From an optimization exercise on the open Yosys and OpenROAD flow, aimed at small area and a short achievable clock period; shortcuts taken in it are not production practice. For this run, only the layout was checked, not whether the RTL still works. Power figures rest on the tool's default switching activity, not on a simulated workload.

===== design/flow/config.mk =====
export PLATFORM = sky130hd
export DESIGN_NAME = pipeline
export DESIGN_NICKNAME = pipeline
export VERILOG_FILES = /design/flow/design.v
export SDC_FILE = /design/flow/constraint.sdc
export NUM_CORES = 4
export LEC_CHECK = 0
export CAP_MARGIN = 20
export CORE_MARGIN = 2
export CORE_UTILIZATION = 35
export SLEW_MARGIN = 20

===== design/flow/constraint.sdc =====
create_clock -name core_clock -period 12.5 [get_ports {clk}]
set_input_delay 2.5000 -clock core_clock [delete_from_list [all_inputs] [get_ports {clk}]]
set_output_delay 2.5000 -clock core_clock [all_outputs]
set_load 0.01 [all_outputs]

===== design/flow/design.v =====
`timescale 1ns / 1ps
module mux
	#(
		parameter B=32  
	)
	(
		input wire select,
		input wire [B-1:0] item_a,
		input wire [B-1:0] item_b,
		output wire [B-1:0] signal
   );
	assign signal = ( select == 0 )? item_a : item_b;
endmodule
`timescale 1ns / 1ps
module mux4
	#(
		parameter B=32
	)
	(
		input wire [1:0] sel,
		input wire [B-1:0] item_a,
		input wire [B-1:0] item_b,
		input wire [B-1:0] item_c,
		input wire [B-1:0] item_d,
		output wire [B-1:0] signal
    );
	assign signal = 	(sel == 2'b00) ? item_a :
							(sel == 2'b01) ? item_b :
							(sel == 2'b10) ? item_c :
							(sel == 2'b11) ? item_d :
							32'b11111111_11111111_11111111_11111111;
endmodule
`timescale 1ns / 1ps
module adder
	#(
		parameter B=32  
	)
	(
		input wire [B-1:0] value1,
		input wire [B-1:0] value2,
		output wire [B-1:0] result
   );
	assign result = value1 + value2;
endmodule
`timescale 1ns / 1ps
module sig_extend
	#(
		parameter B=16
	)
	(
		input [B-1:0] reg_in,
		output [31:0] reg_out
    );
	assign reg_out = {{(32-B){reg_in[B-1]}}, reg_in};
endmodule
`timescale 1ns / 1ps
module shift_left
	#(
		parameter B=32
	)
	(
    	input [B-1:0] shift_in,
		output [B-1:0] shift_out
    );
	assign shift_out = (shift_in << 2);
endmodule
`timescale 1ns / 1ps
module alu #(parameter B = 32)
	(
	input wire signed [B-1:0] op1,
	input wire signed [B-1:0] op2,
	input wire [3:0] alu_control,
	output wire [B-1:0] result,
	output wire zero
	);
	assign result = 	(alu_control == 4'b0000) ? op1 + op2 :  
							(alu_control == 4'b0001) ? op1 - op2 :  
							(alu_control == 4'b0010) ? op1 & op2 :  
							(alu_control == 4'b0011) ? op1 | op2 :  
							(alu_control == 4'b0100) ? op1 ^ op2 :  
							(alu_control == 4'b0101) ? ~(op1 | op2) :  
							(alu_control == 4'b0110) ? op1 < op2 :  
							(alu_control == 4'b0111) ? op1 << op2[10:6] :  
							(alu_control == 4'b1000) ? op1 >> op2[10:6] :  
							(alu_control == 4'b1001) ? {$signed(op1) >>> op2[10:6]} :  
							(alu_control == 4'b1010) ? op2 << op1 :  
							(alu_control == 4'b1011) ? op2 >> op1 :  
							(alu_control == 4'b1100) ? {$signed(op2) >>> op1} :  
							(alu_control == 4'b1101) ? {op2[15:0],16'b00000000_00000000} :  
							32'b11111111_11111111_11111111_11111111;
	assign zero = (result == 0) ? 1'b1 : 1'b0;
endmodule
`timescale 1ns / 1ps
module alu_control(
	input [5:0] ALUOp,
	input [5:0] funct,
	output wire [3:0] ALUcontrolOut
	);
	assign ALUcontrolOut = 	(ALUOp == 6'b000100) ? 4'b0001 :  
									(ALUOp == 6'b000101) ? 4'b0001 :  
									(ALUOp == 6'b001000) ? 4'b0000 :  
									(ALUOp == 6'b001010) ? 4'b0110 :  
									(ALUOp == 6'b001100) ? 4'b0010 :  
									(ALUOp == 6'b001101) ? 4'b0011 :  
									(ALUOp == 6'b001110) ? 4'b0100 :  
									(ALUOp == 6'b001111) ? 4'b1101 :  
									(ALUOp == 6'b100000) ? 4'b0000 :  
									(ALUOp == 6'b100001) ? 4'b0000 :  
									(ALUOp == 6'b100011) ? 4'b0000 :  
									(ALUOp == 6'b100100) ? 4'b0000 :  
									(ALUOp == 6'b100101) ? 4'b0000 :  
									(ALUOp == 6'b100111) ? 4'b0000 :  
									(ALUOp == 6'b101000) ? 4'b0000 :  
									(ALUOp == 6'b101001) ? 4'b0000 :  
									(ALUOp == 6'b101011) ? 4'b0000 :  
									(ALUOp == 6'b000011) ? 4'b0000 :  
									(	(funct == 6'b100000) ? 4'b0000 :  
										(funct == 6'b100010) ? 4'b0001 :  
										(funct == 6'b100100) ? 4'b0010 :  
										(funct == 6'b100101) ? 4'b0011 :  
										(funct == 6'b100110) ? 4'b0100 :  
										(funct == 6'b100111) ? 4'b0101 :  
										(funct == 6'b101010) ? 4'b0110 :  
										(funct == 6'b000000) ? 4'b0111 :  
										(funct == 6'b000010) ? 4'b1000 :  
										(funct == 6'b000011) ? 4'b1001 :  
										(funct == 6'b000100) ? 4'b1010 :  
										(funct == 6'b000110) ? 4'b1011 :  
										(funct == 6'b000111) ? 4'b1100 :  
										(funct == 6'b001001) ? 4'b0000 :  
										4'b1111);  
endmodule
`timescale 1ns / 1ps
module control_unit
	#(
		parameter B=32 	 
	)
	(
		input wire [5:0] opcode,
		input wire [5:0] func,
		output wire wb_RegWrite_out,
		output wire wb_MemtoReg_out,
		output wire m_Jump_out,
		output wire m_Branch_out,
		output wire m_BranchNot_out,
		output wire m_MemWrite_out,
		output wire ex_RegDst_out,
		output wire [5:0] ex_ALUOp_out,
		output wire ex_ALUSrc_out,
		output wire jr_jalr_out
    );
		wire [7:0] ex_ctrl_sgnl;    
		wire [4:0] mem_ctrl_sgnl;	 
		wire [1:0] wb_ctrl_sgnl;	 
		wire jr_jalr_sgnl;
		assign ex_ctrl_sgnl = 	
										(opcode == 6'b000_100) ? 8'b00010000 :  
										(opcode == 6'b000_101) ? 8'b00010100 :  
										(opcode == 6'b001_000) ? 8'b00100001 :  
										(opcode == 6'b001_010) ? 8'b00101001 :  
										(opcode == 6'b001_100) ? 8'b00110001 :  
										(opcode == 6'b001_101) ? 8'b00110101 :  
										(opcode == 6'b001_110) ? 8'b00111001 :  
										(opcode == 6'b001_111) ? 8'b00111101 :  
										(opcode == 6'b100_000) ? 8'b10000001 :  
										(opcode == 6'b100_001) ? 8'b10000101 :  
										(opcode == 6'b100_011) ? 8'b10001101 :  
										(opcode == 6'b100_100) ? 8'b10010001 :  
										(opcode == 6'b100_101) ? 8'b10010101 :  
										(opcode == 6'b100_111) ? 8'b10011101 :  
										(opcode == 6'b101_000) ? 8'b10100001 :  
										(opcode == 6'b101_001) ? 8'b10100101 :  
										(opcode == 6'b101_011) ? 8'b10101101 :  
										(opcode == 6'b000_010) ? 8'b00001010 :  
										(opcode == 6'b000_011) ? 8'b00001110 :  
										(	(func == 6'b000000) ? 8'b00000011 :  
											(func == 6'b000010) ? 8'b00000011 :  
											(func == 6'b000011) ? 8'b00000011 :  
											8'b00000010);
		assign mem_ctrl_sgnl = 	(opcode == 6'b000_000) ? (	(func == 6'b001000) ? 5'b00001 :	 
																			(func == 6'b001001) ? 5'b00001 :	 
																		  5'b00000) :  
										(opcode == 6'b000_100) ? 5'b00100 :  
										(opcode == 6'b000_101) ? 5'b00010 :  
										(opcode == 6'b001_000) ? 5'b00000 :  
										(opcode == 6'b001_010) ? 5'b00000 :  
										(opcode == 6'b001_100) ? 5'b00000 :  
										(opcode == 6'b001_101) ? 5'b00000 :  
										(opcode == 6'b001_110) ? 5'b00000 :  
										(opcode == 6'b001_111) ? 5'b00000 :  
										(opcode == 6'b100_000) ? 5'b10000 :  
										(opcode == 6'b100_001) ? 5'b10000 :  
										(opcode == 6'b100_011) ? 5'b10000 :  
										(opcode == 6'b100_100) ? 5'b10000 :  
										(opcode == 6'b100_101) ? 5'b10000 :  
										(opcode == 6'b100_111) ? 5'b10000 :  
										(opcode == 6'b101_000) ? 5'b01000 :  
										(opcode == 6'b101_001) ? 5'b01000 :  
										(opcode == 6'b101_011) ? 5'b01000 :  
										(opcode == 6'b000_010) ? 5'b00001 :  
										(opcode == 6'b000_011) ? 5'b00001 :  
										5'b00000;
		assign wb_ctrl_sgnl = 	(opcode == 6'b000_000) ? ((func == 6'b001000) ? 2'b00 :  
																		  2'b01) : 
										(opcode == 6'b000_100) ? 2'b00 :  
										(opcode == 6'b000_101) ? 2'b00 :  
										(opcode == 6'b001_000) ? 2'b01 :  
										(opcode == 6'b001_010) ? 2'b01 :  
										(opcode == 6'b001_100) ? 2'b01 :  
										(opcode == 6'b001_101) ? 2'b01 :  
										(opcode == 6'b001_110) ? 2'b01 :  
										(opcode == 6'b001_111) ? 2'b01 :  
										(opcode == 6'b100_000) ? 2'b11 :  
										(opcode == 6'b100_001) ? 2'b11 :  
										(opcode == 6'b100_011) ? 2'b11 :  
										(opcode == 6'b100_100) ? 2'b11 :  
										(opcode == 6'b100_101) ? 2'b11 :  
										(opcode == 6'b100_111) ? 2'b11 :  
										(opcode == 6'b101_000) ? 2'b00 :  
										(opcode == 6'b101_001) ? 2'b00 :  
										(opcode == 6'b101_011) ? 2'b00 :  
										(opcode == 6'b000_010) ? 2'b00 :  
										(opcode == 6'b000_011) ? 2'b01 :  
										2'b00;
		assign jr_jalr_sgnl = 	(opcode == 6'b000_000) ? ((func == 6'b001000) ? 1'b1 :	 
																		  (func == 6'b001001) ? 1'b1 :	 
																		  1'b0) :
										1'b0;
		assign ex_ALUOp_out = ex_ctrl_sgnl[7:2];
		assign ex_RegDst_out = ex_ctrl_sgnl[1];
		assign ex_ALUSrc_out = ex_ctrl_sgnl[0];
		assign m_MemWrite_out = mem_ctrl_sgnl[3];
		assign m_Branch_out = mem_ctrl_sgnl[2];
		assign m_BranchNot_out = mem_ctrl_sgnl[1];
		assign m_Jump_out = mem_ctrl_sgnl[0]; 
		assign wb_RegWrite_out = wb_ctrl_sgnl[0];
		assign wb_MemtoReg_out = wb_ctrl_sgnl[1];
		assign jr_jalr_out = jr_jalr_sgnl;
endmodule
`timescale 1ns / 1ps
module registers_memory
	#(
	parameter B=32,  
				 W=5	  
	)
	(
		input wire clk,	 
		input wire reset,
		input wire wr_en,	 
		input wire [W-1:0] w_addr, r_addr1, r_addr2,
		input wire [B-1:0] w_data,
		output wire [B-1:0] r_data1, r_data2,
		output wire [B-1:0] reg_0,
		output wire [B-1:0] reg_1,
		output wire [B-1:0] reg_2,
		output wire [B-1:0] reg_3,
		output wire [B-1:0] reg_4,
		output wire [B-1:0] reg_5,
		output wire [B-1:0] reg_6,
		output wire [B-1:0] reg_7,
		output wire [B-1:0] reg_8,
		output wire [B-1:0] reg_9,
		output wire [B-1:0] reg_10,
		output wire [B-1:0] reg_11,
		output wire [B-1:0] reg_12,
		output wire [B-1:0] reg_13,
		output wire [B-1:0] reg_14,
		output wire [B-1:0] reg_15,
		output wire [B-1:0] reg_16,
		output wire [B-1:0] reg_17,
		output wire [B-1:0] reg_18,
		output wire [B-1:0] reg_19,
		output wire [B-1:0] reg_20,
		output wire [B-1:0] reg_21,
		output wire [B-1:0] reg_22,
		output wire [B-1:0] reg_23,
		output wire [B-1:0] reg_24,
		output wire [B-1:0] reg_25,
		output wire [B-1:0] reg_26,
		output wire [B-1:0] reg_27,
		output wire [B-1:0] reg_28,
		output wire [B-1:0] reg_29,
		output wire [B-1:0] reg_30,
		output wire [B-1:0] reg_31
   );
	reg [B-1:0] array_reg [0:31];
	integer i;
	always @(negedge clk)
	begin 		
			if (reset)
				begin
					for (i=0;i<32;i=i+1)
					begin
						array_reg[i] <= 0;
					end
				end
			else if (wr_en)
				array_reg[w_addr] <= w_data;
	end
	assign r_data1 = array_reg[r_addr1];
	assign r_data2 = array_reg[r_addr2];
	assign reg_0 = array_reg[0];
	assign reg_1 = array_reg[1];
	assign reg_2 = array_reg[2];
	assign reg_3 = array_reg[3];
	assign reg_4 = array_reg[4];
	assign reg_5 = array_reg[5];
	assign reg_6 = array_reg[6];
	assign reg_7 = array_reg[7];
	assign reg_8 = array_reg[8];
	assign reg_9 = array_reg[9];
	assign reg_10 = array_reg[10];
	assign reg_11 = array_reg[11];
	assign reg_12 = array_reg[12];
	assign reg_13 = array_reg[13];
	assign reg_14 = array_reg[14];
	assign reg_15 = array_reg[15];
	assign reg_16 = array_reg[16];
	assign reg_17 = array_reg[17];
	assign reg_18 = array_reg[18];
	assign reg_19 = array_reg[19];
	assign reg_20 = array_reg[20];
	assign reg_21 = array_reg[21];
	assign reg_22 = array_reg[22];
	assign reg_23 = array_reg[23];
	assign reg_24 = array_reg[24];
	assign reg_25 = array_reg[25];
	assign reg_26 = array_reg[26];
	assign reg_27 = array_reg[27];
	assign reg_28 = array_reg[28];
	assign reg_29 = array_reg[29];
	assign reg_30 = array_reg[30];
	assign reg_31 = array_reg[31];
endmodule
`timescale 1ns / 1ps
module instruction_decode
	#(
		parameter B=32, 	 
		parameter W=5		 
	)
	(
		input wire clk,
		input wire reset,
		input wire RegWrite,					 
		input wire [B-1:0] alu_result_EX,
		input wire ForwardAD,
		input wire ForwardBD,
		input wire [B-1:0] instruction,
		input wire [W-1:0] address_write,			 
		input wire [B-1:0] data_write,			 
		input wire [B-1:0] pc_incrementado,
		input wire [B-1:0] reg_muxes_b,		 
		output wire [B-1:0] reg_data1,					 
		output wire [B-1:0] reg_data2,					 
		output wire [B-1:0] sgn_extend_data_imm,		 
		output wire [W-1:0] rd,
		output wire [W-1:0] rt,
		output wire [W-1:0] rs,
		output wire [B-1:0] pc_jump,
		output wire [B-1:0] addResult_Pc_Branch_D,		 
		output wire wb_RegWrite_out,
		output wire wb_MemtoReg_out,
		output wire branch_out,
		output wire branch_taken_out,
		output wire jump_out,
		output wire m_MemWrite_out,
		output wire ex_RegDst_out,
		output wire [5:0] ex_ALUOp_out,
		output wire ex_ALUSrc_out,
		output wire [5:0] opcode_out,
		output wire [5:0] func_out,
		output wire [B-1:0] reg_0,
		output wire [B-1:0] reg_1,
		output wire [B-1:0] reg_2,
		output wire [B-1:0] reg_3,
		output wire [B-1:0] reg_4,
		output wire [B-1:0] reg_5,
		output wire [B-1:0] reg_6,
		output wire [B-1:0] reg_7,
		output wire [B-1:0] reg_8,
		output wire [B-1:0] reg_9,
		output wire [B-1:0] reg_10,
		output wire [B-1:0] reg_11,
		output wire [B-1:0] reg_12,
		output wire [B-1:0] reg_13,
		output wire [B-1:0] reg_14,
		output wire [B-1:0] reg_15,
		output wire [B-1:0] reg_16,
		output wire [B-1:0] reg_17,
		output wire [B-1:0] reg_18,
		output wire [B-1:0] reg_19,
		output wire [B-1:0] reg_20,
		output wire [B-1:0] reg_21,
		output wire [B-1:0] reg_22,
		output wire [B-1:0] reg_23,
		output wire [B-1:0] reg_24,
		output wire [B-1:0] reg_25,
		output wire [B-1:0] reg_26,
		output wire [B-1:0] reg_27,
		output wire [B-1:0] reg_28,
		output wire [B-1:0] reg_29,
		output wire [B-1:0] reg_30,
		output wire [B-1:0] reg_31
    );
	wire jump;
	wire jr_jalr_out;
	wire [B-1:0] data1;
	wire [B-1:0] data2;
	wire [B-1:0] mux_reg1_out;
	wire [B-1:0] mux_reg2_out;
	wire comparador;
	wire branch_signal;
	wire branchNot_signal;
	assign branch_out = branch_signal | branchNot_signal;
	assign opcode_out = instruction[31:26];
	assign func_out = instruction[5:0];
	control_unit cu ( 
						  .opcode(instruction[31:26]),
						  .func(instruction[5:0]),
						  .wb_RegWrite_out(wb_RegWrite_out),
						  .wb_MemtoReg_out(wb_MemtoReg_out),
						  .m_Jump_out(jump),
						  .m_Branch_out(branch_signal),
						  .m_BranchNot_out(branchNot_signal),
						  .m_MemWrite_out(m_MemWrite_out),
						  .ex_RegDst_out(ex_RegDst_out),
						  .ex_ALUOp_out(ex_ALUOp_out),
						  .ex_ALUSrc_out(ex_ALUSrc_out),
						  .jr_jalr_out(jr_jalr_out)
						  );
	registers_memory rb (.clk(clk),
								.reset(reset),
								.wr_en(RegWrite),
								.r_addr1(instruction[25:21]), 
								.r_addr2(instruction[20:16]), 
								.w_addr(address_write), .w_data(data_write), 
								.r_data1(data1), 
								.r_data2(data2),
								.reg_0(reg_0),
								.reg_1(reg_1),
								.reg_2(reg_2),
								.reg_3(reg_3),
								.reg_4(reg_4),
								.reg_5(reg_5),
								.reg_6(reg_6),
								.reg_7(reg_7),
								.reg_8(reg_8),
								.reg_9(reg_9),
								.reg_10(reg_10),
								.reg_11(reg_11),
								.reg_12(reg_12),
								.reg_13(reg_13),
								.reg_14(reg_14),
								.reg_15(reg_15),
								.reg_16(reg_16),
								.reg_17(reg_17),
								.reg_18(reg_18),
								.reg_19(reg_19),
								.reg_20(reg_20),
								.reg_21(reg_21),
								.reg_22(reg_22),
								.reg_23(reg_23),
								.reg_24(reg_24),
								.reg_25(reg_25),
								.reg_26(reg_26),
								.reg_27(reg_27),
								.reg_28(reg_28),
								.reg_29(reg_29),
								.reg_30(reg_30),
								.reg_31(reg_31)
								);
	sig_extend sig(.reg_in(instruction[15:0]), 		 
						.reg_out(sgn_extend_data_imm));	 
	assign rt = instruction[20:16];
	assign rs = instruction[25:21];
	wire [W-1:0] rdaux;
	assign rdaux = instruction[15:11];
	assign jump_out = jump;
	wire [B-1:0] pc_j;
	wire [B-1:0] shiftLeftOut;
	shift_left shiftModule(
    	.shift_in(instruction),
		.shift_out(shiftLeftOut)
    );
	assign pc_j = {pc_incrementado[31:28], shiftLeftOut[27:0]};
	wire Forward;	
	wire [31:0] jump_forwarded;
	assign Forward = (ForwardAD == 1'b1 | ForwardBD == 1'b1)? 1'b1:1'b0;
	mux jr_forwarded(
		.select(Forward),
		.item_a(data1),
		.item_b(alu_result_EX),  
		.signal(jump_forwarded)
	);
	mux j_or_jr(
		.select(jr_jalr_out),
		.item_a(pc_j),
		.item_b(jump_forwarded),  
		.signal(pc_jump)
	);
	mux pc_or_data1(
		.select(jump),
		.item_a(data1),
		.item_b(pc_incrementado),
		.signal(reg_data1)
	);
	mux four_or_data2(
		.select(jump),
		.item_a(data2),
		.item_b(32'b00000000_00000000_00000000_00000100),
		.signal(reg_data2)
	);
	wire sel;
	assign sel = jump&(~jr_jalr_out);
	mux #(5) rd_or_31(
		.select(sel),
		.item_a(rdaux),
		.item_b(5'b11111),  
		.signal(rd)
	);
	mux mux_reg_1(
		.select(ForwardAD),
		.item_a(reg_data1),
		.item_b(reg_muxes_b),
		.signal(mux_reg1_out)
	);
	mux mux_reg_2(
		.select(ForwardBD),
		.item_a(reg_data2),
		.item_b(reg_muxes_b),
		.signal(mux_reg2_out)
	);
	wire [B-1:0] shiftLeftOutBranch;
	shift_left shiftModuleBranch(
    	.shift_in(sgn_extend_data_imm),
		.shift_out(shiftLeftOutBranch)
    );
	adder #(32) adderModule(
		.value1(pc_incrementado),
		.value2(shiftLeftOutBranch),
		.result(addResult_Pc_Branch_D)
	);
	assign comparador = (mux_reg1_out == mux_reg2_out) ? 1'b1 : 1'b0;
	wire and_BEQ;
	assign and_BEQ = branch_signal & comparador;
	wire and_BNE; 
	assign and_BNE = branchNot_signal & (~comparador);
	assign branch_taken_out = (and_BEQ | and_BNE);  
endmodule
`timescale 1ns / 1ps
module Hazard_unit(
	input wire [4:0] RsE,			 
	input wire [4:0] RtE,			 
	input wire [4:0] WriteRegM,		
	input wire [4:0] WriteRegWB,
	input wire RegWriteM,	
	input wire RegWriteWB,
	output reg [1:0] ForwardAE,
	output reg [1:0] ForwardBE,
	input wire [4:0] RsD,	 
	input wire [4:0] RtD,	 
	input wire MemtoRegEX,	 
	output reg stallF,
	output reg stallD,
	output reg flushIDEX,
	input wire [5:0] Opcode,
	input wire [5:0] Func,
	output reg flushIFID,
	input wire [4:0] WriteRegEX,
	input wire MemtoRegM,
	input wire RegWriteE,
	input wire branch_ID,		
	input wire branch_taken_ID,
	output reg ForwardAD,
	output reg ForwardBD
   );
	reg lwstall;
	reg branchstall;
	always@(*)
	begin
	lwstall = ((RtE == RsD) | (RtE == RtD)) & MemtoRegEX;
	branchstall = (branch_ID & RegWriteE & (WriteRegEX == RsD | WriteRegEX == RtD)) | 
					  (branch_ID & MemtoRegM & (WriteRegM == RsD | WriteRegM == RtD));
	stallF = (lwstall | branchstall);
	stallD = (lwstall | branchstall);
	flushIDEX = (lwstall | branchstall);
	end
	always@(*)
	begin
		if ((RsE != 5'b00000) & (RsE == WriteRegM) & RegWriteM)
			ForwardAE = 2'b10;
		else if ((RsE != 5'b00000) & (RsE == WriteRegWB) & RegWriteWB)
			ForwardAE = 2'b01;
		else 
			ForwardAE = 2'b00;
		if ((RtE != 5'b00000) & (RtE == WriteRegM) & RegWriteM)
			ForwardBE = 2'b10;
		else if ((RtE != 5'b00000) & (RtE == WriteRegWB) & RegWriteWB)
			ForwardBE = 2'b01;
		else 
			ForwardBE = 2'b00;
	end
	always@(*)
	begin
		if ((Opcode == 6'b000010) |  
			(Opcode == 6'b000011) |  
			(((Opcode == 6'b000100) |(Opcode == 6'b000101)) & branch_taken_ID)|  
			(Opcode == 6'b000000 & Func == 6'b001000)  | 
			(Opcode == 6'b000000 & Func == 6'b001001) ) 
			flushIFID = 1'b1;
		else
			flushIFID = 1'b0;
		if (stallD == 1'b1)		 
			flushIFID = 1'b0;
	end
	always@(*)
	begin
		if ((RsD != 0) & (RsD == WriteRegM | WriteRegEX) & RegWriteM)
			ForwardAD = 1'b1;
		else 
			ForwardAD = 1'b0;
		if ((RtD != 0) & (RtD == WriteRegM | WriteRegEX) & RegWriteM)
			ForwardBD = 1'b1;
		else 
			ForwardBD = 1'b0;
	end
endmodule
`timescale 1ns / 1ps
module PC_counter
	#(
		parameter B=32  
	)
	(
	input wire clk,
	input wire reset,
	input wire ena,
	input wire disa,
	input wire [B-1:0] pc_branch,  
	input wire [B-1:0] pc_jump,
	input wire PCSrc, 				 
	input wire jump,
	output wire [B-1:0] pc_out,
	output wire [B-1:0] pc_incrementado
   );
	reg [B-1:0] pc;	 
	adder add (
		.value1(pc),
		.value2(4),
		.result(pc_incrementado)
		);
	always@(posedge clk)
			if (reset) 
				pc <= 0;		 
			else
				if (ena)
					begin
					if (disa == 1)
						pc <= pc; 
					else
						begin
							if (PCSrc == 1) pc <= pc_branch;
							else if (jump == 1) pc <= pc_jump;
							else pc <= pc_incrementado;			 
						end
					end
	assign pc_out = pc;
endmodule
`timescale 1ns / 1ps
module latch_IF_ID
	#(
	parameter B=32	 
   )
	(
	input wire clk,
	input wire reset,
	input wire ena,
	input wire disa,
	input wire flush,
	input wire [B-1:0]pc_incrementado_in,
	input wire [B-1:0]instruction_in,
	output reg [B-1:0]pc_incrementado_out,
	output reg [B-1:0]instruction_out
	);
	reg [B-1:0] instr_reg;
	reg [B-1:0] pc_next_reg;
	always @(posedge clk)
	begin
		if (reset)
			begin
			pc_incrementado_out <= 0;
			instruction_out <=0;
			end
		else
			if(ena)
				begin
				if(disa)
					begin
					pc_next_reg <= pc_next_reg;
					instr_reg <= instr_reg;
					end
				else if (flush)
					begin
					pc_incrementado_out <= pc_incrementado_out;
					instruction_out <= 0;
					end
				else
					begin
					instruction_out <= instruction_in;
					pc_incrementado_out <= pc_incrementado_in;
					end
				end
	end
endmodule
`timescale 1ns / 1ps
module latch_ID_EX
	#(
	parameter B=32,W=5
   )
	(
	input wire clk,
	input wire reset,
	input wire ena,
	input wire flush,
	input wire [B-1:0] pc_next_in,
	input wire [B-1:0] r_data1_in,
	input wire [B-1:0] r_data2_in,
	input wire [B-1:0] sign_ext_in,
	input wire [W-1:0] inst_25_21_in, 
	input wire [W-1:0] inst_20_16_in,
	input wire [W-1:0] inst_15_11_in,
	output wire [B-1:0] pc_next_out,
	output wire [B-1:0] r_data1_out,
	output wire [B-1:0] r_data2_out,
	output wire [B-1:0] sign_ext_out,
	output wire [W-1:0] inst_25_21_out, 
	output wire [W-1:0] inst_20_16_out,
	output wire [W-1:0] inst_15_11_out,
	input wire wb_RegWrite_in,
	input wire wb_MemtoReg_in,
	input wire m_MemWrite_in,
	input wire ex_RegDst_in,
	input wire [5:0] ex_ALUOp_in,
	input wire ex_ALUSrc_in,
	input wire [5:0] opcode_in,
	output wire wb_RegWrite_out,
	output wire wb_MemtoReg_out,
	output wire m_MemWrite_out,
	output wire ex_RegDst_out,
	output wire [5:0] ex_ALUOp_out,
	output wire ex_ALUSrc_out,
	output wire [5:0] opcode_out
	);
	reg [B-1:0] pc_next_reg;
	reg signed [B-1:0] r_data1_reg;
	reg signed [B-1:0] r_data2_reg;
	reg [B-1:0] sign_ext_reg;
	reg [W-1:0] inst_25_21_reg; 
	reg [W-1:0] inst_20_16_reg;
	reg [W-1:0] inst_15_11_reg;
	reg wb_RegWrite_reg;
	reg wb_MemtoReg_reg;
	reg m_MemWrite_reg;
	reg ex_RegDst_reg;
	reg [5:0] ex_ALUOp_reg;
	reg ex_ALUSrc_reg;
	reg [5:0] opcode_reg;
	always @(posedge clk)
	begin
		if (reset)
			begin
				pc_next_reg <= 0;
				r_data1_reg <= 0;
				r_data2_reg <= 0;
				sign_ext_reg <= 0;
				inst_25_21_reg <= 5'b00000; 
				inst_20_16_reg <= 5'b00000;
				inst_15_11_reg <= 5'b00000;
				wb_RegWrite_reg <= 0;
				wb_MemtoReg_reg <= 0;
				m_MemWrite_reg <= 0;
				ex_RegDst_reg <= 0;
				ex_ALUOp_reg <= 0;
				ex_ALUSrc_reg <= 0;
				opcode_reg <= 0;
			end
		else
			if(ena==1'b1)
				if (flush)
					begin
					pc_next_reg <= 0;
					r_data1_reg <= 0;
					r_data2_reg <= 0;
					sign_ext_reg <= 0;
					inst_25_21_reg <= 5'b00000; 
					inst_20_16_reg <= 5'b00000;
					inst_15_11_reg <= 5'b00000;
					wb_RegWrite_reg <= 0;
					wb_MemtoReg_reg <= 0;
					m_MemWrite_reg <= 0;
					ex_RegDst_reg <= 0;
					ex_ALUOp_reg <= 0;
					ex_ALUSrc_reg <= 0;
					opcode_reg <= 0;
					end
				else
					begin
					pc_next_reg <= pc_next_in;
					r_data1_reg <= r_data1_in;
					r_data2_reg <= r_data2_in;
					sign_ext_reg <= sign_ext_in;
					inst_25_21_reg <= inst_25_21_in; 
					inst_20_16_reg <= inst_20_16_in;
					inst_15_11_reg <= inst_15_11_in;
					wb_RegWrite_reg <= wb_RegWrite_in;
					wb_MemtoReg_reg <= wb_MemtoReg_in;
					m_MemWrite_reg <= m_MemWrite_in;
					ex_RegDst_reg <= ex_RegDst_in;
					ex_ALUOp_reg <= ex_ALUOp_in;
					ex_ALUSrc_reg <= ex_ALUSrc_in;
					opcode_reg <= opcode_in;
					end
	end
	assign pc_next_out = pc_next_reg;
	assign r_data1_out = r_data1_reg;
	assign r_data2_out = r_data2_reg;
	assign sign_ext_out = sign_ext_reg;
	assign inst_25_21_out = inst_25_21_reg; 
	assign inst_20_16_out = inst_20_16_reg;
	assign inst_15_11_out = inst_15_11_reg;
	assign wb_RegWrite_out = wb_RegWrite_reg;
	assign wb_MemtoReg_out = wb_MemtoReg_reg;
	assign m_MemWrite_out = m_MemWrite_reg;
	assign ex_RegDst_out = ex_RegDst_reg;
	assign ex_ALUOp_out = ex_ALUOp_reg;
	assign ex_ALUSrc_out = ex_ALUSrc_reg;
	assign opcode_out = opcode_reg;
endmodule
`timescale 1ns / 1ps
module latch_EX_MEM
	#(
	parameter B=32, W=5
   )
	(
	input wire clk,
	input wire reset,
	input wire ena,
	input wire [B-1:0] alu_result_in,
	input wire [B-1:0] r_data2_in,
	input wire [W-1:0] mux_RegDst_in,
	output wire [B-1:0]alu_result_out,
	output wire [B-1:0]r_data2_out,
	output wire [W-1:0]mux_RegDst_out,
	input wire wb_RegWrite_in,
	input wire wb_MemtoReg_in,
	input wire m_MemWrite_in,
	input [5:0] opcode_in,
	output wire wb_RegWrite_out,
	output wire wb_MemtoReg_out,
	output wire m_MemWrite_out,
	output wire [5:0] opcode_out
	);
	reg [B-1:0] alu_result_reg;
	reg [B-1:0] r_data2_reg;
	reg [W-1:0] mux_RegDst_reg;
	reg wb_RegWrite_reg;
	reg wb_MemtoReg_reg;
	reg m_MemWrite_reg;
	reg [5:0] opcode_reg;
	always @(posedge clk)
	begin
		if (reset)
		begin
			alu_result_reg <= 0;
			r_data2_reg <= 0;
			mux_RegDst_reg <= 0;
			wb_RegWrite_reg <= 0;
			wb_MemtoReg_reg <= 0;
			m_MemWrite_reg <= 0;
			opcode_reg <= 0;
		end
		else
			if(ena==1'b1)
			begin
				alu_result_reg <= alu_result_in;
				r_data2_reg <= r_data2_in;
				mux_RegDst_reg <= mux_RegDst_in;
				wb_RegWrite_reg <= wb_RegWrite_in;
				wb_MemtoReg_reg <= wb_MemtoReg_in;
				m_MemWrite_reg <= m_MemWrite_in;
				opcode_reg <= opcode_in;
			end
	end
	assign alu_result_out = alu_result_reg;
	assign r_data2_out = r_data2_reg;
	assign mux_RegDst_out = mux_RegDst_reg;
	assign wb_RegWrite_out = wb_RegWrite_reg;
	assign wb_MemtoReg_out = wb_MemtoReg_reg;
	assign m_MemWrite_out = m_MemWrite_reg;
	assign opcode_out = opcode_reg;
endmodule
`timescale 1ns / 1ps
module latch_MEM_WB
	#(
	parameter B=32, W=5
	)
	(
	input wire clk,
	input wire reset,
	input wire ena,
	input wire [B-1:0] read_data_in,
	input wire [B-1:0] alu_result_in,
	input wire [W-1:0] mux_RegDst_in,
	output wire [B-1:0] read_data_out,
	output wire [B-1:0] alu_result_out,
	output wire [W-1:0] mux_RegDst_out,
	input wire wb_RegWrite_in,
	input wire wb_MemtoReg_in,
	output wire wb_RegWrite_out,
	output wire wb_MemtoReg_out
   );
	reg [B-1:0]read_data_reg;
	reg [B-1:0]alu_result_reg;
	reg [W-1:0]mux_RegDst_reg;
	reg wb_RegWrite_reg;
	reg wb_MemtoReg_reg;
	always @(posedge clk)
	begin
		if (reset)
		begin
			read_data_reg <= 0;
			alu_result_reg <= 0;
			mux_RegDst_reg <= 0;
			wb_RegWrite_reg <= 0;
			wb_MemtoReg_reg <= 0;
		end
		else
			if(ena==1'b1)
			begin
				read_data_reg <= read_data_in;
				alu_result_reg <= alu_result_in;
				mux_RegDst_reg <= mux_RegDst_in;
				wb_RegWrite_reg <= wb_RegWrite_in;
				wb_MemtoReg_reg <= wb_MemtoReg_in;
			end
	end
	assign read_data_out = read_data_reg;
	assign alu_result_out = alu_result_reg;
	assign mux_RegDst_out = mux_RegDst_reg;
	assign wb_RegWrite_out = wb_RegWrite_reg;
	assign wb_MemtoReg_out = wb_MemtoReg_reg;
endmodule
`timescale 1ns / 1ps
module third_step(
		input wire aluSrc,		
		input wire [5:0] ALUOp,	
		input wire regDst,
		input wire [1:0] ForwardAE,
		input wire [1:0] ForwardBE,		
		input wire [31:0] reg1,
		input wire [31:0] reg2,
		input wire [31:0] signExtend,
		input wire [4:0] regDst1,
		input wire [4:0] regDst2,
		input wire [31:0] reg_muxes_b,
		input wire [31:0] reg_muxes_d,
		output wire [31:0] aluResult,
		output wire [31:0] reg2Out,
		output wire [4:0] muxRegDstOut
    );
	mux #(5) muxRegDst (
		.select(regDst),
		.item_a(regDst1), 
		.item_b(regDst2), 
		.signal(muxRegDstOut)
	);
	wire [31:0] ALUoperator1;
	mux4 mux_reg1
		(
			.sel(ForwardAE),
			.item_a(reg1),
			.item_b(reg_muxes_b),
			.item_c(reg_muxes_d),
			.item_d(32'b0),
			.signal(ALUoperator1)
		);
	wire [31:0] ALUoperator2;
	mux4 mux_reg2
		(
			.sel(ForwardBE),
			.item_a(reg2),
			.item_b(reg_muxes_b),
			.item_c(reg_muxes_d),
			.item_d(32'b0),
			.signal(ALUoperator2)
		);
	wire [31:0] muxAluSrc2Out;
	mux muxAluSrc2 (
		.select(aluSrc),
		.item_a(ALUoperator2), 
		.item_b(signExtend), 
		.signal(muxAluSrc2Out)
	);
	wire [3:0] ALUcontrolOut;
	alu_control aluControl (
		.ALUOp(ALUOp),  
		.funct(signExtend[5:0]),
		.ALUcontrolOut(ALUcontrolOut)
	);
	alu aluModule (
		.op1(ALUoperator1),
		.op2(muxAluSrc2Out),
		.alu_control(ALUcontrolOut),
		.result(aluResult),
		.zero()
	);
	wire [31:0] shiftLeftOut;
	assign reg2Out = ALUoperator2;
endmodule
`timescale 1ns / 1ps
module data_access
	#(
		parameter B=32,  
		parameter W=5	 
	)
	(
		input wire clk,
		input wire [B-1:0] addr_in,
		input wire [B-1:0] write_data,
		input wire [5:0] opcode,
		input wire mem_write,
		output wire [B-1:0] data_out,
		output wire [B-1:0] dmem_addr,
		output wire [B-1:0] dmem_wdata,
		output wire dmem_we,
		input wire [B-1:0] dmem_rdata
    );
		wire [3:0] we;
		assign we[3]=mem_write;
		assign we[2]=mem_write;
		assign we[1]=mem_write;
		assign we[0]=mem_write;
		wire [B-1:0] sb;
		wire [B-1:0] sh;
		sig_extend #(8) sb_sign
		(
			.reg_in(write_data[7:0]),
			.reg_out(sb)
		);
		sig_extend sh_sign
		(
			.reg_in(write_data[15:0]),
			.reg_out(sh)
		);
		wire [B-1:0] write_data_mem;
		mux4 mux_store 
		(
			.sel(opcode[1:0]),
			.item_a(sb),
			.item_b(sh),
			.item_c({B{1'b0}}),
			.item_d(write_data),
			.signal(write_data_mem)
		);
		wire [B-1:0] data_mem;
		assign dmem_addr = addr_in;
		assign dmem_wdata = write_data_mem;
		assign dmem_we = mem_write;
		assign data_mem = dmem_rdata;
		wire [B-1:0] lb;
		wire [B-1:0] lh;
		wire [B-1:0] lbu;
		wire [B-1:0] lhu;
		wire [B-1:0] l;
		wire [B-1:0] lu;
		sig_extend #(8) lb_sign
		(
			.reg_in(data_mem[7:0]),
			.reg_out(lb)
		);
		sig_extend lh_sign
		(
			.reg_in(data_mem[15:0]),
			.reg_out(lh)
		);
		assign lbu = {{(24){1'b0}}, data_mem[7:0]};
		assign lhu = {{(16){1'b0}}, data_mem[15:0]};
		mux4 mux_l
		(
			.sel(opcode[1:0]),
			.item_a(lb),
			.item_b(lh),
			.item_c({B{1'b0}}),
			.item_d(data_mem),
			.signal(l)
		);
		mux4 mux_lu
		(
			.sel(opcode[1:0]),
			.item_a(lbu),
			.item_b(lhu),
			.item_c({B{1'b0}}),
			.item_d(data_mem),
			.signal(lu)
		);
		mux mux_data_out
		(
			.select(opcode[2]),
			.item_a(l),
			.item_b(lu),
			.signal(data_out)
		);
endmodule
`timescale 1ns / 1ps
module write_back
	#(
	parameter B=32, D=5
	)
	(
	input wire[B-1:0]mem_data,
	input wire[B-1:0]ALU_data,
	input wire MemtoReg,
	output wire [B-1:0] data_out
   );
	mux wb_mux (
	.select(MemtoReg),
	.item_a(ALU_data),
	.item_b(mem_data),
	.signal(data_out)
	);
endmodule
`timescale 1ns / 1ps
module pipeline
	#(
		parameter B=32,  
		parameter W=5
	)
	(
		input wire clk,
		input wire reset,
		input wire ena,
		output wire [B-1:0] imem_addr,
		input wire [B-1:0] imem_data,
		output wire [B-1:0] dmem_addr,
		output wire [B-1:0] dmem_wdata,
		output wire dmem_we,
		input wire [B-1:0] dmem_rdata,
		output wire [B-1:0] reg_0,
		output wire [B-1:0] reg_1,
		output wire [B-1:0] reg_2,
		output wire [B-1:0] reg_3,
		output wire [B-1:0] reg_4,
		output wire [B-1:0] reg_5,
		output wire [B-1:0] reg_6,
		output wire [B-1:0] reg_7,
		output wire [B-1:0] reg_8,
		output wire [B-1:0] reg_9,
		output wire [B-1:0] reg_10,
		output wire [B-1:0] reg_11,
		output wire [B-1:0] reg_12,
		output wire [B-1:0] reg_13,
		output wire [B-1:0] reg_14,
		output wire [B-1:0] reg_15,
		output wire [B-1:0] reg_16,
		output wire [B-1:0] reg_17,
		output wire [B-1:0] reg_18,
		output wire [B-1:0] reg_19,
		output wire [B-1:0] reg_20,
		output wire [B-1:0] reg_21,
		output wire [B-1:0] reg_22,
		output wire [B-1:0] reg_23,
		output wire [B-1:0] reg_24,
		output wire [B-1:0] reg_25,
		output wire [B-1:0] reg_26,
		output wire [B-1:0] reg_27,
		output wire [B-1:0] reg_28,
		output wire [B-1:0] reg_29,
		output wire [B-1:0] reg_30,
		output wire [B-1:0] reg_31
    );
   wire [W-1:0] instruction_25_21_IDEX;  
   wire [W-1:0] instruction_20_16_IDEX;  
   wire wb_RegWrite_EXMEM;
   wire wb_RegWrite_MEMWB;
   wire [W-1:0] reg_dest_addr_MEMWB;
   wire [W-1:0] reg_dest_addr_EXMEM;
   wire [W-1:0] reg_dest_addr_EX;
	wire [W-1:0] instruction_25_21_ID;     
   wire [W-1:0] instruction_20_16_ID;     
	wire branch_ID;
	wire branch_taken_ID;
	wire wb_RegWrite_IDEX;
	wire wb_MemtoReg_EXMEM;
	wire wb_MemtoReg_IDEX;
   wire [5:0] opcode_ID;
	wire [5:0] func_ID;
   wire [1:0] ForwardAE_HZ;
   wire [1:0] ForwardBE_HZ;
   wire stallF_HZ;
   wire stallD_HZ;
   wire flushIDEX_HZ;
	wire flushIFID_HZ;
	wire ForwardAD_HZ;
	wire ForwardBD_HZ;
	Hazard_unit HU(
		 .RsE(instruction_25_21_IDEX),
		 .RtE(instruction_20_16_IDEX),
		 .RsD(instruction_25_21_ID),
		 .RtD(instruction_20_16_ID),
		 .WriteRegM(reg_dest_addr_EXMEM),
		 .WriteRegWB(reg_dest_addr_MEMWB),
		 .Opcode(opcode_ID),  
		 .Func(func_ID),
		 .branch_ID(branch_ID),
		 .branch_taken_ID(branch_taken_ID),
		 .WriteRegEX(reg_dest_addr_EX),
		 .MemtoRegM(wb_MemtoReg_EXMEM),
		 .RegWriteE(wb_RegWrite_IDEX),
		 .RegWriteM(wb_RegWrite_EXMEM),
		 .RegWriteWB(wb_RegWrite_MEMWB),
		 .MemtoRegEX(wb_MemtoReg_IDEX),
		 .ForwardAE(ForwardAE_HZ),
		 .ForwardBE(ForwardBE_HZ),
		 .stallF(stallF_HZ),
		 .stallD(stallD_HZ),
		 .flushIDEX(flushIDEX_HZ),
		 .flushIFID(flushIFID_HZ),
		 .ForwardAD(ForwardAD_HZ),
		 .ForwardBD(ForwardBD_HZ)
   );
	wire jump_ID;
	wire [B-1:0] pc_jump_ID;
	wire [B-1:0] pc_Branch_ID;
	wire [B-1:0] pc_incrementado_PC;  
	wire [B-1:0] pc_PC;					 
	PC_counter PC(
		.clk(clk),
		.reset(reset),
		.ena(ena),
		.disa(stallF_HZ),
		.pc_branch(pc_Branch_ID),  
		.pc_jump(pc_jump_ID),
		.PCSrc(branch_taken_ID), 				 
		.jump(jump_ID),
		.pc_out(pc_PC),					 
		.pc_incrementado(pc_incrementado_PC)	 
   );
	wire [B-1:0] instruction_IF;		 
	assign imem_addr = pc_PC;
	assign instruction_IF = imem_data;
	wire [B-1:0] pc_incrementado_IFID;
	wire [B-1:0] instruction_IFID;
	latch_IF_ID IF_ID(
		.clk(clk),
		.reset(reset),
		.ena(ena),
		.flush(flushIFID_HZ),  
		.disa(stallD_HZ),
		.pc_incrementado_in(pc_incrementado_PC),
		.instruction_in(instruction_IF),
		.pc_incrementado_out(pc_incrementado_IFID),
		.instruction_out(instruction_IFID)
	);
	wire [B-1:0] data_to_write_WB;
	wire [B-1:0] alu_result_EXMEM;  
	wire [B-1:0] alu_result_EX;
	wire [B-1:0] reg_data1_ID;
	wire [B-1:0] reg_data2_ID;
	wire [B-1:0] sgn_extend_ID;
	wire [W-1:0] instruction_15_11_ID;  
	wire wb_RegWrite_ID;
	wire wb_MemtoReg_ID;
	wire m_BranchNot_ID;
	wire m_MemRead_ID;
	wire m_MemWrite_ID;
	wire ex_RegDst_ID;
	wire [5:0] ex_ALUOp_ID;
	wire ex_ALUSrc_ID;
	instruction_decode ID(
		.clk(clk),
		.reset(reset),
		.RegWrite(wb_RegWrite_MEMWB),
		.ForwardAD(ForwardAD_HZ),
		.ForwardBD(ForwardBD_HZ),
		.alu_result_EX(alu_result_EX),
		.reg_muxes_b(alu_result_EXMEM),
		.instruction(instruction_IFID),
		.pc_incrementado(pc_incrementado_IFID),
		.address_write(reg_dest_addr_MEMWB),
		.data_write(data_to_write_WB),
		.wb_RegWrite_out(wb_RegWrite_ID),
		.wb_MemtoReg_out(wb_MemtoReg_ID),
		.jump_out(jump_ID),
		.branch_taken_out(branch_taken_ID),
		.branch_out(branch_ID),
		.m_MemWrite_out(m_MemWrite_ID),
		.ex_RegDst_out(ex_RegDst_ID),
		.ex_ALUOp_out(ex_ALUOp_ID),
		.ex_ALUSrc_out(ex_ALUSrc_ID),
		.opcode_out(opcode_ID),
		.func_out(func_ID),
		.reg_data1(reg_data1_ID),
		.reg_data2(reg_data2_ID),
		.sgn_extend_data_imm(sgn_extend_ID),
		.rd(instruction_15_11_ID),
		.rt(instruction_20_16_ID),
		.rs(instruction_25_21_ID),
		.pc_jump(pc_jump_ID),
		.addResult_Pc_Branch_D(pc_Branch_ID),
		.reg_0(reg_0),
		.reg_1(reg_1),
		.reg_2(reg_2),
		.reg_3(reg_3),
		.reg_4(reg_4),
		.reg_5(reg_5),
		.reg_6(reg_6),
		.reg_7(reg_7),
		.reg_8(reg_8),
		.reg_9(reg_9),
		.reg_10(reg_10),
		.reg_11(reg_11),
		.reg_12(reg_12),
		.reg_13(reg_13),
		.reg_14(reg_14),
		.reg_15(reg_15),
		.reg_16(reg_16),
		.reg_17(reg_17),
		.reg_18(reg_18),
		.reg_19(reg_19),
		.reg_20(reg_20),
		.reg_21(reg_21),
		.reg_22(reg_22),
		.reg_23(reg_23),
		.reg_24(reg_24),
		.reg_25(reg_25),
		.reg_26(reg_26),
		.reg_27(reg_27),
		.reg_28(reg_28),
		.reg_29(reg_29),
		.reg_30(reg_30),
		.reg_31(reg_31)
    );
	wire m_MemWrite_IDEX;
	wire ex_RegDst_IDEX;
	wire [5:0] ex_ALUOp_IDEX;
	wire ex_ALUSrc_IDEX;
	wire [5:0] opcode_IDEX;
	wire [B-1:0] pc_incrementado_IDEX;
	wire [B-1:0] reg_data1_IDEX;
	wire [B-1:0] reg_data2_IDEX;
	wire [B-1:0] sgn_extend_IDEX;
	wire [W-1:0] instruction_15_11_IDEX;
	latch_ID_EX ID_EX(
		.clk(clk),
		.reset(reset),
		.ena(ena),
		.flush(flushIDEX_HZ),
		.wb_RegWrite_in(wb_RegWrite_ID),
		.wb_MemtoReg_in(wb_MemtoReg_ID),
		.m_MemWrite_in(m_MemWrite_ID),
		.ex_RegDst_in(ex_RegDst_ID),
		.ex_ALUOp_in(ex_ALUOp_ID),
		.ex_ALUSrc_in(ex_ALUSrc_ID),
		.opcode_in(opcode_ID),
		.pc_next_in(pc_incrementado_IFID),
		.r_data1_in(reg_data1_ID),
		.r_data2_in(reg_data2_ID),
		.sign_ext_in(sgn_extend_ID),
		.inst_25_21_in(instruction_25_21_ID),
		.inst_20_16_in(instruction_20_16_ID),
		.inst_15_11_in(instruction_15_11_ID),
		.wb_RegWrite_out(wb_RegWrite_IDEX),
		.wb_MemtoReg_out(wb_MemtoReg_IDEX),
		.m_MemWrite_out(m_MemWrite_IDEX),
		.ex_RegDst_out(ex_RegDst_IDEX),
		.ex_ALUOp_out(ex_ALUOp_IDEX),
		.ex_ALUSrc_out(ex_ALUSrc_IDEX),
		.opcode_out(opcode_IDEX),
		.pc_next_out(pc_incrementado_IDEX),
		.r_data1_out(reg_data1_IDEX),
		.r_data2_out(reg_data2_IDEX),
		.sign_ext_out(sgn_extend_IDEX),
		.inst_25_21_out(instruction_25_21_IDEX),
		.inst_20_16_out(instruction_20_16_IDEX),
		.inst_15_11_out(instruction_15_11_IDEX)
	);
	wire zero_EX;
	wire [B-1:0] reg_data2_EX;
	third_step EX(
		.aluSrc(ex_ALUSrc_IDEX),
		.ALUOp(ex_ALUOp_IDEX),
		.regDst(ex_RegDst_IDEX),
		.reg1(reg_data1_IDEX),
		.reg2(reg_data2_IDEX),
		.signExtend(sgn_extend_IDEX),
		.regDst1(instruction_20_16_IDEX),
		.regDst2(instruction_15_11_IDEX),
		.reg_muxes_b(data_to_write_WB),
		.reg_muxes_d(alu_result_EXMEM),
		.ForwardAE(ForwardAE_HZ),
		.ForwardBE(ForwardBE_HZ),
		.aluResult(alu_result_EX),
		.reg2Out(reg_data2_EX),
		.muxRegDstOut(reg_dest_addr_EX)
    );
	wire [B-1:0] reg_data2_EXMEM;
	wire m_MemWrite_EXMEM;
	wire [5:0] opcode_EXMEM;
	latch_EX_MEM EX_MEM(
		.clk(clk),
		.reset(reset),
		.ena(ena),
		.alu_result_in(alu_result_EX),
		.r_data2_in(reg_data2_EX),
		.mux_RegDst_in(reg_dest_addr_EX),
		.wb_RegWrite_in(wb_RegWrite_IDEX),
		.wb_MemtoReg_in(wb_MemtoReg_IDEX),
		.m_MemWrite_in(m_MemWrite_IDEX),
		.opcode_in(opcode_IDEX),
		.alu_result_out(alu_result_EXMEM),
		.r_data2_out(reg_data2_EXMEM),
		.mux_RegDst_out(reg_dest_addr_EXMEM),
		.wb_RegWrite_out(wb_RegWrite_EXMEM),
		.wb_MemtoReg_out(wb_MemtoReg_EXMEM),
		.m_MemWrite_out(m_MemWrite_EXMEM),
		.opcode_out(opcode_EXMEM)
	);
	wire [B-1:0] data_MEM;
	data_access MEM(
		.clk(clk),
		.mem_write(m_MemWrite_EXMEM),
		.opcode(opcode_EXMEM),
		.addr_in(alu_result_EXMEM),
		.write_data(reg_data2_EXMEM),
		.data_out(data_MEM),
		.dmem_addr(dmem_addr),
		.dmem_wdata(dmem_wdata),
		.dmem_we(dmem_we),
		.dmem_rdata(dmem_rdata)
    );
	wire [B-1:0] data_MEMWB;
	wire [B-1:0] alu_result_MEMWB;
	wire wb_MemtoReg_MEMWB;
	latch_MEM_WB MEM_WB(
		.clk(clk),
		.reset(reset),
		.ena(ena),
		.read_data_in(data_MEM),
		.alu_result_in(alu_result_EXMEM),
		.mux_RegDst_in(reg_dest_addr_EXMEM),
		.wb_RegWrite_in(wb_RegWrite_EXMEM),
		.wb_MemtoReg_in(wb_MemtoReg_EXMEM),
		.read_data_out(data_MEMWB),
		.alu_result_out(alu_result_MEMWB),
		.mux_RegDst_out(reg_dest_addr_MEMWB),
		.wb_RegWrite_out(wb_RegWrite_MEMWB),
		.wb_MemtoReg_out(wb_MemtoReg_MEMWB)
	);
	write_back WB(
		.mem_data(data_MEMWB),
		.ALU_data(alu_result_MEMWB),
		.MemtoReg(wb_MemtoReg_MEMWB),
		.data_out(data_to_write_WB)
	);
endmodule

===== design/flow/run.sh =====
#!/bin/bash
# synth_recipe.tcl (not shown) runs the flow's synth.tcl, then flattens the netlist and writes it again
# the make line also repeats each setting of config.mk as NAME=value (left out here)
make -C /OpenROAD-flow-scripts/flow DESIGN_CONFIG=/design/flow/config.mk WORK_HOME=/design/flow/orfs CLKGATE_MAP_FILE= SYNTH_SCRIPT=/design/flow/synth_recipe.tcl finish

==> impl_metrics.py <==
metrics = {
    "status": {
        "status": "timing/DRC/antenna clean",
    },
    "placement": {
        "place_congestion": 1.08,
        "dp_hpwl_microns": 467000,
        "portBuffers": 1187,
    },
    "critical_path": {
        "arrival_ps": 12350,
        "cp.required_ps": 13230,
        "cpPeakStageDelay_ps": 810,
        "cp-start-kind": "flip-flop",
        "path_cells": "mux4_2 > mux4_2 > mux2i_1 > o21ai_0 > o22a_1 > a21oi_1 > a2bb2oi_1 > nand3_1 > a22o_1 > a311o_2 > buf_4 > o21ai_0 > nor3_1 > a2111oi_0",
        "cp-end-kind": "flip-flop",
        "timing.critical_path.from": "ID.rb.array_reg[8][0]",
        "crit_slowest_cell": "mux2i_1",
        "path_max_fanout": 25,
        "critical_path_class": "flip-flop to flip-flop",
        "regToRegSetupSlack_ps": 880,
        "reg2reg_depth": 14,
        "r2r-end": "PC.pc[2]",
        "regToRegStartpoint": "ID.rb.array_reg[8][0]",
    },
    "power": {
        "pwr-share-seq_pct": 31.1,
        "p_total_mw": 17.6,
        "cellLeakagePower_nw": 42.9,
        "vdd_drop_max_v": 0.000143,
        "p_sw_mw": 7.59,
        "switching_share_pct": 43.0,
        "pwr-share-comb_pct": 34.0,
        "clkPwrFrac_pct": 35.0,
        "p_per_area_nw_per_um2": 157,
        "cellInternalPower_mw": 10.1,
    },
    "detailed_routing": {
        "wl_met2_microns": 260000,
        "wl_microns": 615000,
        "top_layer": "met5",
        "route.met3.wl_microns": 84300,
        "first_iter_violations": 15200,
        "drc": 0,
        "via_count": 92800,
        "met1_length_microns": 199000,
        "detail_route.wl_per_cell_microns": 44.7,
        "dr.pass1.iters": 9,
        "ant_nets": 0,
        "viasPerCell": 6.74,
    },
    "worst_hold_path": {
        "holdCritPathClass": "flip-flop to flip-flop",
        "holdPathEnd": "ID_EX.inst_15_11_reg[3]",
        "hold_path_depth": 2,
        "worstHoldStart": "ID_EX.inst_15_11_reg[3]",
    },
    "grt": {
        "grt_overflow_total": 0,
        "grt_pass1_wl_microns": 802000,
        "grt_start_max_net_pins": 91,
        "antenna_found_initial": 39,
        "grt_usage_pct": 47.3,
        "grt_pass1_vias": 87600,
    },
    "timing": {
        "worst_pin_slew_ps": 1340,
        "finalSetupViolations": 0,
        "grt_setup_unrepaired": "no",
        "setup_tns_ps": 0,
        "slew_headroom_pct": 10.0,
        "skew_ps": 65.0,
        "finalMaxSlewViolations": 0,
        "finalHoldViolCount": 0,
    },
    "floorplan": {
        "initial_core_util_pct": 35.2,
        "pin_count": 1188,
        "rows": 182,
        "die_y_microns": 501,
        "die-area_sq_um": 251000,
        "fp.dieW_microns": 501,
        "core_sq_um": 246000,
    },
    "yosys": {
        "syn_nets": 8674,
        "syn_area_sq_um": 86500,
        "seq_area_frac_synth_pct": 43.6,
        "synth_cells": 8478,
        "synthSimpleGateAreaFrac_pct": 15.2,
        "synthTopCellsByArea": "edfxtp_1, mux4_2, dfxtp_1, nor2_1, a21oi_1",
        "yosys_warnings": 7,
        "ys.flop_type": "edfxtp_1",
        "synth_compound_area_share_pct": 15.6,
        "synth_top_family_by_area": "multiplexers",
        "yosysTopAreaCell": "edfxtp_1",
        "syn_avg_cell_area_sq_um": 10.2,
        "ys_seq_elements": 1374,
        "synth_top_area_share_pct": 35.5,
        "synthXorXnorAreaFrac_pct": 1.63,
        "synth_cell_types": 104,
        "synthArstFlopShare_pct": 0,
        "synth-adder-area-share_pct": 1.90,
        "synth_edf_count": 1024,
        "synth_mux_area_share_pct": 17.4,
    },
    "cells_and_area": {
        "syn_to_final_growth_pct": 29.9,
        "final_cell_mix": "nor2_1, clkdlybuf4s50_1, inv_1",
        "seqCellArea_sq_um": 37800,
        "fin_nets": 10600,
        "largest_register_ffs": 1024,
        "drive_gt1_share_pct": 14.5,
        "multi_input_area_sq_um": 45800,
        "final_common_cell": "nor2_1",
        "fill_cells": 23500,
    },
    "cts": {
        "cts_hold_buf": 0,
        "cts_made_buffers": 153,
        "postCtsSetupRepairBufs": 0,
        "ctsResizeCount": 0,
        "h-tree-depth": 4,
        "clock_path_buffers": 3,
        "cts-root-buf": "clkbuf_16",
        "clk_pin_slew_ps": 70,
        "cts_sinks": 1374,
        "clkLatencyLatePin_ps": 850,
        "cts_tree": "yes",
    },
    "flow_run": {
        "drv_cap": 0,
    },
}
[metrics by stage]
step	setup WS [ps]	utilization [%]	area, sq um	hold slack [ps]	cells
final	883	45.7	112000	474	13800
after CTS	1100	45.7	112000	473	13800
after global placement	1090	42.0	103000	459	12400
after floorplan	1430	-	86500	438	8478
after detailed placement	1080	42.0	103000	457	12400
after global routing	669	45.7	112000	485	13800
[synth_stat cells (61+ instances only)]
library cell / number
a21oi_1: 462
edfxtp_1: 1024
o21ai_0: 318
a21o_1: 84
a31oi_1: 80
mux4_2: 559
nor2_1: 1673
a22o_1: 64
nand2b_1: 61
a211oi_1: 120
mux2i_1: 203
ha_1: 126
clkbuf_1: 587
nor3_1: 190
nor4_1: 69
nand2_1: 449
o211ai_1: 105
nand3_1: 332
xnor2_1: 100
dfxtp_1: 350
o22ai_1: 152
inv_1: 134
xor2_1: 61
a221oi_1: 89
a22oi_1: 123
buf_2: 143
buf_1: 70
[critical path: cells and delay by family, from the launching register on]
family | cells | cell delay, ps
flops | 1 | 440
buf+inv | 1 | 270
compound gates | 8 | 2450
simple gates | 2 | 220
mux | 3 | 1870
[power by group through the flow]
stage	Sequential, mW	Combinational (mW)	Clock (mW)
CTS	5.46	5.70	6.15
floorplan	5.42	2.72	0.484
global route	5.47	5.99	6.54
detailed placement	5.52	5.68	0.484
global placement	5.51	5.69	0.484
finish	5.48	5.99	6.17
[layout make-up]
| cell class | instances | share of cell area (%) |
|---|---|---|
| diodes | 20 | 0.0445 |
| clock buffers | 165 | 3.49 |
| clock inverters | 1139 | 4.50 |
| inverters | 142 | 0.478 |
| multi-input cells | 6128 | 40.8 |
| flip-flops and latches | 1374 | 33.6 |
| well taps | 3220 | 3.59 |
| repair buffers | 1584 | 13.5 |
[kinds of logic (layout without fill, tap and decap cells)]
kind of cell | count (synthesis) | after routing
adders and majority gates | 130 | 130
other | 0 | 20
DFF | 1374 | 1374
and+or+nand+nor | 3034 | 3034
buffers and inverters | 976 | 3030
muxes | 801 | 801
AOI/OAI and AO/OA | 2002 | 2002
xor gates and xnor gates | 161 | 161
[worst max-delay path by stage]
stage / end / slack [ps] / cells after the start
after CTS: PC.pc[2] / 1100 / 14
after floorplan: ID.rb.array_reg[12][0] / 1430 / 5
after global placement: PC.pc[0] / 1090 / 16
final: PC.pc[2] / 880 / 14
after detailed placement: PC.pc[2] / 1080 / 14
after global routing: PC.pc[0] / 670 / 16
[layer usage]
metal,vias up,global-route usage (%)
met2,8384,69.2
met5,-,0
met1,46100,51.8
li1,36000,-
met4,22,44.3
met3,2283,19.3
